Background: an optimization exercise with open tools, aiming at small area and a short achievable clock period. Do not read the settings as production practice.
Function not checked in this run: the RTL went through the layout flow alone.
No activity file was given, so power comes from the tool's default toggle rates.

--- flow/run.sh ---
#!/bin/bash
# synth_recipe.tcl (not shown) runs the flow's synth.tcl, then flattens the netlist and writes it again
# the make line also repeats each setting of config.mk as NAME=value (left out here)
make -C /OpenROAD-flow-scripts/flow DESIGN_CONFIG=/design/flow/config.mk WORK_HOME=/design/flow/orfs CLKGATE_MAP_FILE= SYNTH_SCRIPT=/design/flow/synth_recipe.tcl finish
--- flow/design.v ---
module mux2_32(a,b,sel,y); 
    input   [31:0]   a ;
    input   [31:0]   b ;
    input            sel ;
    output  [31:0]   y;
    reg   [31:0]   y;
    always @(*)
       if (sel == 0)
          y <= a ;
       else y <= b ;
endmodule
module mux2_30(a,b,sel,y); 
    input   [31:2]   a ;
    input   [31:2]   b ;
    input            sel ;
    output  [31:2]   y;
    reg   [31:2]   y;
    always @(*)
       if (sel == 0)
          y <= a ;
       else y <= b ;
endmodule
module mux3_5(a,b,c,sel,y);    
    input   [4:0]   a ;
    input   [4:0]   b ;
    input   [4:0]   c ;
    input   [1:0]   sel ;
    output  [4:0]   y;
    reg   [4:0]   y;
    always @(*)
       if (sel == 2'b00)
          y <= a ;
       else if (sel == 2'b01)
                y <= b ;
            else y <= c;
endmodule
module mux3_32(a,b,c,sel,y);    
    input   [31:0]   a ;
    input   [31:0]   b ;
    input   [31:0]   c ;
    input   [1:0]    sel ;
    output  [31:0]   y;
    reg   [31:0]   y;
    always @(*)
    begin
       if (sel == 2'b00)
          y <= a ;
       else 
          begin
             if (sel == 2'b01)
                y <= b ;
             else y <= c;
          end
    end
endmodule
module alu(data1,data2,result,aluop,zero);
   input   [31:0]   data1,data2;
   input   [1:0]    aluop;
   output  [31:0]   result;
   output           zero;
   reg     [31:0]   result;
   wire             zero;
   parameter   ADD = 2'b00, SUB = 2'b01, OR = 2'b10, SLT = 2'b11;
   assign   zero = (result == 32'b0);  
   always @(*)
      case(aluop[1:0])
          2'b00: result = data1 + data2 ;
          2'b01: result = data1 - data2 ;
          2'b10: result = data1 | data2 ;
          2'b11: 
             begin
                if ( data1 < data2 )
                   result <= 1;
                 else result <= 0;
             end
      endcase
endmodule
module extender(immext,extout,extop);
    input   [15:0]   immext;
    input   [1:0]    extop;
    output  [31:0]   extout;
    parameter   O_ExT = 2'b00, sign_ExT = 2'b01, lui_ExT = 2'b10;
    wire      [31:0]  extout;
    mux3_32 mux3_0({16'b0,immext},{{16{immext[15]}},immext},{immext,16'b0},extop,extout);
endmodule
module regfile(a1,a2,a3,writedata,rd1,rd2,regwe,clk,rst);   
    input   [4:0]   a1,a2,a3;       
    input   [31:0]  writedata;      
    input           regwe;          
    input           clk,rst;            
    output  [31:0]  rd1,rd2;        
    reg   [31:0]   rf[31:0];    
    wire           regwe;
    integer         i;
    always @(negedge clk or posedge rst)
       begin
          if (rst)
             for (i=0;i<32;i=i+1)   
                rf[i] <= 32'b0;           
          else if (regwe)          
                rf[a3] <= writedata;
       end
    assign rd1 = (a1 != 0) ? rf[a1] : 0 ; 
    assign rd2 = (a2 != 0) ? rf[a2] : 0 ;
endmodule
module pc(NPC,PC,clk,rst);
    input   [31:2]   NPC ; 
    input            clk ; 
    input            rst ; 
    output  [31:2]   PC ; 
    reg   [31:2]   PC ;
    always @(posedge clk or posedge rst)
       begin
          if (rst)
             PC <= 30'h0c00 ;
          else
             PC <= NPC;
       end
endmodule
module npc(PC,imminstr,NPC,pcfour,branch,zero,jump,aluresult);
    input   [31:2]   PC ;        
    input   [25:0]   imminstr ;  
    input            branch ;    
    input            zero;       
    input   [1:0]    jump   ;    
    input   [31:0]   aluresult ; 
    output  [31:2]   NPC ;       
    output  [31:2]   pcfour ;    
    parameter       Nojump = 2'b00, J = 2'b01, JAL = 2'b10, JR = 2'b11; 
    reg   [31:2]    NPC ;
    reg   [31:2]    pcfour ;
    always @(*)
       begin
          pcfour <= PC + 1;       
          if (branch && zero)          
             NPC <= {{14{imminstr[15]}},imminstr[15:0]} + pcfour ;
          else 
             begin
                if ((jump != Nojump)&&(jump != JR))    
                   NPC <= {PC[31:28],imminstr} ;
                else if (jump == JR)       
                   NPC <= aluresult[31:2];
                else                        
                   NPC <= pcfour;
             end
       end
endmodule
module controller(opcode,funct,regdst,alusrc,memtoreg,regwe,memwe,branch,jump,extop,aluop);
    input   [31:26] opcode;    
    input   [5:0]   funct ;    
    output  [1:0]   regdst;    
    output          alusrc;    
    output  [1:0]   memtoreg;  
    output          regwe;     
    output          memwe;     
    output          branch;    
    output   [1:0]  jump;      
    output   [1:0]  extop;     
    output   [1:0]  aluop;     
    parameter   RD = 2'b00, RT = 2'b01, RA = 2'b10;    
    parameter   Alu = 2'b00, DM = 2'b01, PCfour = 2'b10;    
    parameter   Nojump = 2'b00, J = 2'b01, JAL = 2'b10, JR = 2'b11;       
    parameter   O_ExT = 2'b00, sign_ExT = 2'b01, lui_ExT = 2'b10;  
    parameter   ADD = 2'b00, SUB = 2'b01, OR = 2'b10, SLT = 2'b11; 
    reg   [13:0] controls;
    assign {regdst,alusrc,memtoreg,regwe,memwe,branch,jump,extop,aluop} = controls;
    always @(*)
       case(opcode)
           6'b000000:    
              begin
                  case(funct)
                      6'b100001: controls <= 14'b01000100000000 ; 
                      6'b100011: controls <= 14'b01000100000001 ; 
                      6'b101010: controls <= 14'b01000100000011 ; 
                      6'b001000: controls <= 14'b01000000110000 ; 
                      default:   controls <= 14'b00000000000000 ; 
                  endcase
              end
           6'b001000: controls <= 14'b00100100000100 ; 
           6'b001001: controls <= 14'b00100100000100 ; 
           6'b001101: controls <= 14'b00100100000010 ; 
           6'b000100: controls <= 14'b00000001000001 ; 
           6'b000010: controls <= 14'b00000000010000 ; 
           6'b000011: controls <= 14'b10010100100000 ; 
           6'b100011: controls <= 14'b00101100000100 ; 
           6'b101011: controls <= 14'b00100010000100 ; 
           6'b001111: controls <= 14'b00100100001000 ; 
           default: controls <= 14'b00000000000000 ; 
       endcase
endmodule
module datapath(regdst,alusrc,memtoreg,regwe,memwe,branch,jump,extop,aluop,clk,rst,instr,
                imem_addr,imem_rdata,dmem_addr,dmem_wdata,dmem_we,dmem_rdata);
    input   [1:0]  regdst ;    
    input          alusrc ;    
    input   [1:0]  memtoreg ;  
    input          regwe ;     
    input          memwe ;     
    input          branch ;    
    input   [1:0]  jump ;      
    input   [1:0]  extop ;     
    input   [1:0]  aluop ;     
    input          clk ;       
    input          rst ;       
    output  [31:0] instr ;     
    output  [31:0] imem_addr ;   
    input   [31:0] imem_rdata ;  
    output  [31:0] dmem_addr ;   
    output  [31:0] dmem_wdata ;  
    output         dmem_we ;     
    input   [31:0] dmem_rdata ;  
    wire   [31:0]    instr ;    
    wire   [31:2]    PC ;       
    wire   [31:2]    NPC ;      
    wire   [31:2]    pcfour ;   
    wire             zero ;     
    wire   [4:0]     a3 ;       
    wire   [31:0]    writedata; 
    wire   [31:0]    rd1,rd2 ;  
    wire   [31:0]    extout ;   
    wire   [31:0]    aludata2 ; 
    wire   [31:0]    result ;   
    wire   [31:0]    dmout ;    
    pc   pcx(NPC,PC,clk,rst);
    npc   npcx(PC,instr[25:0],NPC,pcfour,branch,zero,jump,result);
    assign imem_addr = {PC,2'b00};
    assign instr = imem_rdata;
    mux3_5 mux3_1(instr[20:16],instr[15:11],5'b11111,regdst,a3);
    mux3_32 mux3_2(result,dmout,{pcfour,2'b00},memtoreg,writedata);
    regfile GPR(instr[25:21],instr[20:16],a3,writedata,rd1,rd2,regwe,clk,rst);
    extender EXTENDER(instr[15:0],extout,extop);
    mux2_32 mux2_1(rd2,extout,alusrc,aludata2);
    alu   ALU(rd1,aludata2,result,aluop,zero);
    assign dmem_addr  = result;
    assign dmem_wdata = rd2;
    assign dmem_we    = memwe;
    assign dmout      = dmem_rdata;
endmodule
module mips(clk,rst,imem_addr,imem_rdata,dmem_addr,dmem_wdata,dmem_we,dmem_rdata);
    input      clk ;
    input      rst ;
    output [31:0] imem_addr ;
    input  [31:0] imem_rdata ;
    output [31:0] dmem_addr ;
    output [31:0] dmem_wdata ;
    output        dmem_we ;
    input  [31:0] dmem_rdata ;
    wire   [31:26] opcode;
    wire   [5:0]   funct;
    wire   [1:0]   RegDst;
    wire           ALUSrc;
    wire   [1:0]   MemtoReg;
    wire           RegWe;
    wire           MemWe;
    wire           Branch;
    wire   [1:0]   Jump;
    wire   [1:0]   ExtOp;
    wire   [1:0]   ALUOp;
    wire   [31:0]  Instr;
    assign opcode = Instr[31:26];
    assign funct = Instr[5:0];
    controller CONTROL(opcode,funct,RegDst,ALUSrc,MemtoReg,RegWe,MemWe,Branch,Jump,ExtOp,ALUOp);
    datapath   DATAPATH(RegDst,ALUSrc,MemtoReg,RegWe,MemWe,Branch,Jump,ExtOp,ALUOp,clk,rst,Instr,
                         imem_addr,imem_rdata,dmem_addr,dmem_wdata,dmem_we,dmem_rdata);
endmodule
--- flow/constraint.sdc ---
create_clock -name core_clock -period 24.0 [get_ports {clk}]
set_input_delay 4.8000 -clock core_clock [delete_from_list [all_inputs] [get_ports {clk}]]
set_output_delay 4.8000 -clock core_clock [all_outputs]
set_load 0.01 [all_outputs]
--- flow/config.mk ---
export PLATFORM = sky130hd
export DESIGN_NAME = mips
export DESIGN_NICKNAME = mips
export VERILOG_FILES = /design/flow/design.v
export SDC_FILE = /design/flow/constraint.sdc
export NUM_CORES = 8
export LEC_CHECK = 0
export CAP_MARGIN = 20
export CORE_MARGIN = 2
export CORE_UTILIZATION = 40
export SETUP_SLACK_MARGIN = 0.6
export SLEW_MARGIN = 20
==> impl_table.tex <==
\begin{tabular}{lr}
\hline
Metric & Value \\
\hline
\multicolumn{2}{l}{\textbf{GRT}} \\
Vias in the first global route & 54464 \\
Maximum number of pins on one net before global-route repair & 161 \\
First-pass GRT wire length & 430 mm \\
Remaining global-route overflow & 0 \\
GRT Util Overall & 42.6\% \\
Initial antenna violation count & 13 \\
\multicolumn{2}{l}{\textbf{Clock network}} \\
CTS tree & yes \\
Clk buf depth & 3 \\
TritonCTS buffer count & 109 \\
Clock tree sinks & 1022 \\
Clock root buffer master & sky130\_fd\_sc\_hd\_\_clkbuf\_16 \\
Clk pin slew, worst setup/hold paths & 0.05 ns \\
Worst-skew pair later-pin latency & 0.77 ns \\
Maximum level of the CTS H-tree & 3 \\
\multicolumn{2}{l}{\textbf{Synth}} \\
Leading post-synthesis cells by cell area & sky130\_fd\_sc\_hd\_\_dfrtn\_1 (44\%), sky130\_fd\_sc\_hd\_\_o21ai\_0 (9.1\%), sky130\_fd\_sc\_hd\_\_nand2\_1 (7.6\%) \\
Number of flops mapped to enable cells by yosys & 0 \\
Number of distinct library cell variants in the gate-level netlist after synthesis & 93 \\
Synth Instances & 6392 \\
Leading cell type by number of instances after synthesis & sky130\_fd\_sc\_hd\_\_nand2\_1 \\
Prevailing post-synth register cell & sky130\_fd\_sc\_hd\_\_dfrtn\_1 \\
Most frequent cells after synthesis & sky130\_fd\_sc\_hd\_\_nand2\_1 (1134), sky130\_fd\_sc\_hd\_\_o21ai\_0 (1019), sky130\_fd\_sc\_hd\_\_dfrtn\_1 (992) \\
Count of state elements after synthesis & 1022 \\
Dominant cell type by area after synthesis & sky130\_fd\_sc\_hd\_\_dfrtn\_1 \\
Share of the synthesized area in the top cell type & 44.4\% \\
Synthesized area per cell & 8.76 um\^{}2 \\
Fraction of registers with async set or reset after synthesis & 100\% \\
Sequential element share of the synthesized area & 45.7\% \\
Cell area after synthesis & 56000 um\^{}2 \\
Yosys Warn Count & 9 \\
\multicolumn{2}{l}{\textbf{Routing}} \\
DR WL met3 & 49.1 mm \\
Via/cell ratio & 6.98 \\
Total met2 wirelength after detailed routing & 122 mm \\
Top routing layer used & met5 \\
Routed Antenna Nets & 0 \\
DRC violation count after routing & 0 \\
Routed length per instance & 36.7 um \\
Detailed-routing iteration count for the pre-antenna-repair pass & 15 \\
Starting DRT DRC Count & 11483 \\
Total number of vias & 58991 \\
Routed wire length & 310 mm \\
Sum of routed wire segments on met1 & 112 mm \\
\multicolumn{2}{l}{\textbf{Placement}} \\
Placed wire-length estimate after detailed placement & 198 mm \\
Routability congestion estimate from global placement & 1.02 \\
Number of port buffers & 160 \\
Count of placed standard cells including taps & 8210 \\
\multicolumn{2}{l}{\textbf{Timing}} \\
Worst Max-Slew Pin Slew & 1.18 ns \\
Relative slew margins & 21.2\% \\
RSZ-0062 raised after global routing & false \\
WHS & 0.454 ns \\
Max-slew violation total from the final report & 0 \\
Setup Skew & 0.0867 ns \\
Setup violators final & 0 \\
Final Hold Fails & 0 \\
\multicolumn{2}{l}{\textbf{Cells and area}} \\
Number of inserted filler cells in the final layout & 13269 \\
Share of layout cells above drive strength 1 & 12.0\% \\
Fraction of the core area covered by cells at the end of the flow & 47.7\% \\
Final cell count without fillers & 8452 \\
Storage element area & 25600 um\^{}2 \\
Area Growth Syn to Fin & 18.5\% \\
Total area of multi-input combinational cells & 28500 um\^{}2 \\
Final \#Nets & 6660 \\
\multicolumn{2}{l}{\textbf{Power and ir drop}} \\
Fraction of power consumed by the clock network & 41.7\% \\
Switching portion of total power & 30.1\% \\
Part of the power in combinational logic & 16.5\% \\
Net switching power of the design & 1.35 mW \\
Pint & 3.13 mW \\
Total power per unit cell area & 67.5 nW/um\^{}2 \\
Sequential share of power & 41.8\% \\
Maximum ir drop on the vdd rail & 0.0585 mV \\
Leakage power figure & 28.4 nW \\
\multicolumn{2}{l}{\textbf{Worst setup path}} \\
CP arrival & 11.82 ns \\
R2R depth & 23 \\
Required time of the worst setup path & 12.49 ns \\
Worst Setup End Kind & flop \\
CP Class & primary input to flop \\
Peak fanout along the critical path & 31 \\
Startpoint Class & primary input \\
\multicolumn{2}{l}{\textbf{Worst hold path}} \\
Worst Hold Path Cells & 2 \\
Type of the worst min-delay path & flop to flop \\
\multicolumn{2}{l}{\textbf{Die}} \\
Site Rows & 137 \\
Floorplan die height & 378 um \\
Total Die Area & 143000 um\^{}2 \\
Number of top-level design ports & 163 \\
Area of the core & 139000 um\^{}2 \\
Die width & 378 um \\
Effective utilization at floorplan & 40.2\% \\
\multicolumn{2}{l}{\textbf{Run}} \\
\# Max-Cap Violations & 0 \\
\multicolumn{2}{l}{\textbf{Status}} \\
Run status & timing/DRC/antenna clean \\
\hline
\end{tabular}
## logic make-up (layout without fill, tap and decap cells)
kind of cell | Yosys count | count (layout) | share of synthesized area, %
fa+ha+maj | 129 | 129 | 2.92
flops | 1022 | 1022 | 45.7
xor+xnor | 78 | 78 | 1.22
compound gates | 2466 | 2466 | 28.9
buf+inv | 729 | 893 | 5.08
simple gates | 1883 | 1883 | 14.5
mux | 84 | 84 | 1.64
other cells | 1 | 21 | 0.00670
## layer usage
metal	up-vias	global-route usage [%]
met4	18	27.4
met1	28148	53.1
met5	-	2.44
met2	5453	58.8
li1	23576	-
met3	1796	19.5
## power groups by stage
stage / Clock [mW] / Sequential (mW) / Combinational, mW
after global placement: 0 / 1.89 / 0.707
final: 1.87 / 1.87 / 0.738
after floorplan: 0 / 1.88 / 0.390
after global routing: 1.93 / 1.87 / 0.783
after detailed placement: 0 / 1.89 / 0.712
after CTS: 1.86 / 1.87 / 0.715
## critical path, stage by stage
cell	delay, ns
sky130_fd_sc_hd__clkdlybuf4s50_1	0.87
sky130_fd_sc_hd__nand2_1	0.39
sky130_fd_sc_hd__nor2_4	0.64
sky130_fd_sc_hd__buf_4	0.51
sky130_fd_sc_hd__buf_4	0.35
sky130_fd_sc_hd__a221oi_1	0.11
sky130_fd_sc_hd__nand4_1	0.10
sky130_fd_sc_hd__or3_1	0.29
sky130_fd_sc_hd__nand2_1	0.11
sky130_fd_sc_hd__o21a_1	0.14
sky130_fd_sc_hd__ha_1	0.43
sky130_fd_sc_hd__inv_1	0.25
sky130_fd_sc_hd__a21oi_1	0.13
sky130_fd_sc_hd__buf_4	0.16
sky130_fd_sc_hd__o211ai_1	0.27
sky130_fd_sc_hd__a211oi_2	0.13
sky130_fd_sc_hd__buf_4	0.17
sky130_fd_sc_hd__o311ai_1	0.36
sky130_fd_sc_hd__nand2_1	0.16
sky130_fd_sc_hd__xor2_1	0.23
sky130_fd_sc_hd__nand2_1	0.17
sky130_fd_sc_hd__nand2_1	0.17
sky130_fd_sc_hd__a21oi_2	0.40
sky130_fd_sc_hd__buf_12	0.24
sky130_fd_sc_hd__o21ai_0	0.13
## final cells by class
type	instances	share of cell area, %
timing repair buffer	559	8.32
multi-input combinational	4642	42.9
antenna	19	0.0717
clock buffer	157	4.89
sequential	1022	38.6
clock inverter	46	0.986
inverter	131	0.747
tap	1876	3.54
## state kept, by name (all words and copies together) (netlist names)
signal / flops
DATAPATH.pcx.PC: 30
DATAPATH.GPR.rf: 992
## final timing paths
check | startpoint | end | slack [ns]
max in group asynchronous | rst | DATAPATH.GPR.rf[20][3]$_DFFE_NP0P_ | 5.47
worst max register to register | DATAPATH.GPR.rf[27][4]$_DFFE_NP0P_ | DATAPATH.pcx.PC[3]$_DFF_PP0_ | 5.30
worst min register to register | DATAPATH.GPR.rf[18][2]$_DFFE_NP0P_ | DATAPATH.GPR.rf[18][2]$_DFFE_NP0P_ | 0.45
min in group asynchronous | rst | DATAPATH.pcx.PC[24]$_DFF_PP0_ | 5.73
worst max-delay path | imem_rdata[20] | DATAPATH.GPR.rf[11][20]$_DFFE_NP0P_ | 0.67
worst min-delay path | DATAPATH.GPR.rf[18][2]$_DFFE_NP0P_ | DATAPATH.GPR.rf[18][2]$_DFFE_NP0P_ | 0.45
## per-stage QoR
step | setup WS, ns | total power [mW] | setup TNS, ns | area, um^2
4_1_cts | 0.686 | 4.44 | 0 | 66100
5_1_grt | 0.679 | 4.59 | 0 | 66300
6_report | 0.673 | 4.48 | 0 | 66300
3_3_place_gp | 0.0928 | 2.60 | 0 | 62200
3_5_place_dp | 0.130 | 2.61 | 0 | 62200
2_1_floorplan | -6.50 | 2.27 | -6445.93 | 56000
## what timing repair did
action,CTS,global route
resized for setup,0,3
hold buffers,0,0
buffers inserted,0,19
setup endpoints to repair,0,47
## layout by cell type (no fill, tap or decap), types with 128 or more instances in the layout
cell type	n
sky130_fd_sc_hd__buf_4	326
sky130_fd_sc_hd__nand3_1	153
sky130_fd_sc_hd__inv_1	128
sky130_fd_sc_hd__clkdlybuf4s50_1	160
sky130_fd_sc_hd__a22o_1	232
sky130_fd_sc_hd__nand2_1	1134
sky130_fd_sc_hd__a22oi_1	493
sky130_fd_sc_hd__o21ai_0	1016
sky130_fd_sc_hd__a221oi_1	217
sky130_fd_sc_hd__a21oi_1	196
sky130_fd_sc_hd__dfrtn_1	992
sky130_fd_sc_hd__nor2_1	200
